This is an optimization exercise on Yosys and OpenROAD, whose aim is small area, a short achievable clock period and few clock cycles per item, not a production implementation.
Where RTL was checked, it was by simulation tests only, not by an equivalence proof against the original.

Setup of run 1:
## PixelSolverMultiCore
module PixelSolverMultiCore (
  input               io_cmd_valid,
  output              io_cmd_ready,
  input      [27:0]   io_cmd_payload_x,
  input      [27:0]   io_cmd_payload_y,
  output              io_rsp_valid,
  input               io_rsp_ready,
  output     [5:0]    io_rsp_payload_iteration,
  input               clk,
  input               reset
);
export LEC_CHECK = 0
export CAP_MARGIN = 20
export CORE_MARGIN = 2
export CORE_UTILIZATION = 60
export CTS_BUF_LIST = sky130_fd_sc_hd__clkbuf_16
export CTS_CLUSTER_DIAMETER = 150
export CTS_CLUSTER_SIZE = 24
export PLACE_DENSITY = 0.72
export SETUP_SLACK_MARGIN = 5
export SLEW_MARGIN = 20
export SYNTH_HIERARCHICAL = 1
create_clock -name core_clock -period 10.0 [get_ports {clk}]
standard.sh (not shown) runs the stock make flow with config.mk's settings and CLKGATE_MAP_FILE= SYNTH_SCRIPT=/design/flow/synth_recipe.tcl, a recipe that flattens the netlist after the stock synthesis.
==> flow/flow/run.sh <==
#!/bin/bash
set -euo pipefail
MARGIN=${MARGIN:-6.5}
sed "s/SETUP_SLACK_MARGIN=[0-9.]*/SETUP_SLACK_MARGIN=$MARGIN/" standard.sh > standard_margin.sh
bash standard_margin.sh > standard.log 2>&1
Run 1 finished every stage and its layout cleared the timing, design-rule and antenna checks.
Testbench counts of run 1, summed over its fixed seeds: cycles 255,610, pixels 8,192.
[inputs] run 2 vs run 1
- clearing PLACE_DENSITY, which used to be 0.72
==> flow/flow/run.sh <==
#!/bin/bash
set -euo pipefail
MARGIN=${MARGIN:-6}
sed "s/SETUP_SLACK_MARGIN=[0-9.]*/SETUP_SLACK_MARGIN=$MARGIN/" standard.sh > standard_margin.sh
bash standard_margin.sh > standard.log 2>&1
==> notes.md <==
- Summary — number of buffers and inverters on the critical path, run 2 relative to run 1: higher, by 1.
- Run 1 → run 2: non-clock buffer count in the final layout went down 11, fraction of the cycle the final worst path needs went up 4.5 points.
- Run 2 vs run 1 on number of vias after detailed routing: run 2 is the lower one.
- Summary of run 2 over run 1: data arrival at the endpoint of the critical path now sits higher.
[inputs] run 3 vs run 2
==> flow/flow/run.sh <==
#!/bin/bash
set -euo pipefail
MARGIN=${MARGIN:-6.75}
sed "s/SETUP_SLACK_MARGIN=[0-9.]*/SETUP_SLACK_MARGIN=$MARGIN/" standard.sh > standard_margin.sh
bash standard_margin.sh > standard.log 2>&1
### Flow results
As far as placed cell area is concerned, run 3 and run 2 perform about the same. Run 2 -> run 3: via count of the first global-routing pass increased slightly. The residual antenna-violating net count after detailed routing was comparable across run 2 and run 3. Compared with run 2, run 3 shows a higher global routing met1 resource utilization.
#### Input delta (run 4 over run 3)
==> flow/flow/run.sh <==
#!/bin/bash
set -euo pipefail
MARGIN=${MARGIN:-7}
sed "s/SETUP_SLACK_MARGIN=[0-9.]*/SETUP_SLACK_MARGIN=$MARGIN/" standard.sh > standard_margin.sh
bash standard_margin.sh > standard.log 2>&1
Findings:
Compared with run 3, run 4 has extra setup slack.
In run 4 the met3 layer wire length in the routed design turned out about 13% higher than in run 3.
The run showing the greater first-pass GRT wire length is run 4.
Compare run 4 and run 3 | minimum clock period lower: run 4
Run 4 and run 3 ended up with nearly the same path length in cells of the critical path.
Run 4 vs run 3, routed wirelength normalized by instance count went up by 5.4%.
Run 4 and run 3 ended up with nearly the same post-route clock period utilization.
Routed wire length, run 4 and run 3, higher one = run 4.
Comparing run 4 and run 3, the lower worst hold slack is on run 3.
Design area on run 4 is behind run 3.
Of the two values seen for uppermost signal routing layer after detailed routing, met5 was produced by run 3 and met4 by run 4.
Measured against each other, run 4 and run 3 differ in sequential share of layout area, the lower figure coming from run 4.
The inputs of run 5 differ from those of run 4 as listed below.
==> flow/flow/run.sh <==
#!/bin/bash
set -euo pipefail
MARGIN=${MARGIN:-6.5}
sed "s/SETUP_SLACK_MARGIN=[0-9.]*/SETUP_SLACK_MARGIN=$MARGIN/" standard.sh > standard_margin.sh
bash standard_margin.sh > standard.log 2>&1
### Flow results
Both conditions hold for run 5: the flow ran to the end and the final layout passed the timing, design-rule and antenna checks.
Run 4: full flow OK, the timing, design-rule and antenna checks passed
The lower aggregate global-route resource usage of run 4 and run 5 is in run 5.
The hold slack of run 5 was inferior to that of run 4.
Run 5 against run 4: number of clock buffer instances in the layout saw a decrease.
Max buffer share of cell area across run 4 and run 5: run 4
On design area, the lower figure sits with run 5, not run 4.
Detail-routed net length per standard cell is higher on run 4
Run 5 — fraction of area in registers 1.5 points higher, run 4 as reference
Highest routed metal layer = met5: run 5; highest routed metal layer = met4: run 4

---

Another version of the RTL of PixelSolverMultiCore (not shown whole).
Size: about 6000 cells after synthesis.
clock: 10.0 ns
lec_check: 0
cap_margin: 20
core_margin: 2
core_utilization: 60
cts_buf_list: sky130_fd_sc_hd__clkbuf_16
cts_cluster_diameter: 150
cts_cluster_size: 24
setup_slack_margin: 5
slew_margin: 20
synth_hierarchical: 1
==> flow/flow/run.sh <==
#!/bin/bash
set -euo pipefail
MARGIN=${MARGIN:-7}
sed "s/SETUP_SLACK_MARGIN=[0-9.]*/SETUP_SLACK_MARGIN=$MARGIN/" standard.sh > standard_margin.sh
bash standard_margin.sh > standard.log 2>&1
Change:
--- a/flow/flow/run.sh
+++ b/flow/flow/run.sh
@@ -3 +3 @@
-MARGIN=${MARGIN:-7}
+MARGIN=${MARGIN:-6.5}
Synthesized cell count stays the same.
Fmax fell by a few percent.
Wire length fell by a few percent.
Hold slack barely changes.
Global-route usage fell by 0.85 points.
Synthesized area stays the same.
Worst setup slack loses 0.20 ns.
Function was not checked in any run of this note: the RTL went through the layout flow alone.

---

indigo:
Another version of the RTL of PixelSolverMultiCore (not shown whole).
Size in the first run: roughly 6,000 cells after synthesis, ~1,200 flip-flops, roughly 67,000 um^2 of cells after synthesis.
Settings: LEC_CHECK=0, CAP_MARGIN=20, CORE_MARGIN=2, CORE_UTILIZATION=60, CTS_BUF_LIST=sky130_fd_sc_hd__clkbuf_16, CTS_CLUSTER_DIAMETER=120, CTS_CLUSTER_SIZE=20, SETUP_SLACK_MARGIN=5, SLEW_MARGIN=20, SYNTH_HIERARCHICAL=1; clock period 10.0 ns.
==> flow/flow/run.sh <==
#!/bin/bash
set -euo pipefail
MARGIN=${MARGIN:-6.8}
sed "s/SETUP_SLACK_MARGIN=[0-9.]*/SETUP_SLACK_MARGIN=$MARGIN/" standard.sh > standard_margin.sh
bash standard_margin.sh > standard.log 2>&1
Testbench counts of indigo, summed over its fixed seeds: cycles 255,610, pixels 8,192.
> inputs changed (indigo -> xenon)
Settings: CORE_UTILIZATION: 60 -> 65; CTS_CLUSTER_DIAMETER: 120 -> 150; CTS_CLUSTER_SIZE: 20 -> 24.
Notes after the runs:
- The flow did not stop early for xenon: all stages ran, and the layout cleared the timing, design-rule and antenna checks.
- Looking at depth of the CTS H-tree across xenon and indigo, the one that comes out lower is xenon.
- Clock period minus final worst setup slack in xenon vs indigo: up 22 ps
- In xenon the count of clock-buffer cells in the layout turned out 19% lower than in indigo.
- Delta (xenon minus indigo): global-route wire length before repair fell by 1.3%; minimum setup slack after placement grew by 9.1 ps; hold slack now sits lower; multi-input logic portion of the cell area went up.

port drivers added, routing unchanged:
Ports are ideal in the flow. The routed layouts listed here were re-timed in OpenROAD. Step 1, drivers: a clkbuf_16 drives clk and a buf_2 each remaining input, both assumed. Step 2 times the ports against the registers' clock, not the clock port: input delays grow and output delays shrink by t, the midpoint of the rising clock arrivals with the driver on. Three values: no drivers, after step 1, after step 2; two values: the first two.
run	t (ns)	setup slack, ns	clock arrival spread, ns
run 1	0.798	6.487 / 6.487 / 5.990	0.051 / 0.051
run 2	0.804	6.040 / 6.040 / 5.683	0.044 / 0.044
run 3	0.805	6.569 / 6.569 / 6.136	0.045 / 0.045
run 4	0.800	6.579 / 6.579 / 6.351	0.045 / 0.046
run 5	0.784	6.496 / 6.496 / 5.919	0.054 / 0.053
the first run of note 2	0.784	6.749 / 6.700 / 6.447	0.042 / 0.043
the second run of note 2	0.778	6.549 / 6.538 / 5.939	0.045 / 0.045
indigo	0.746	6.807 / 6.728 / 6.177	0.027 / 0.027
xenon	0.770	6.785 / 6.713 / 6.159	0.044 / 0.044
After both steps every run listed still meets setup and hold. The setup slack of indigo, which loses most, moves by -0.079 ns with the drivers and by -0.630 ns with both steps.
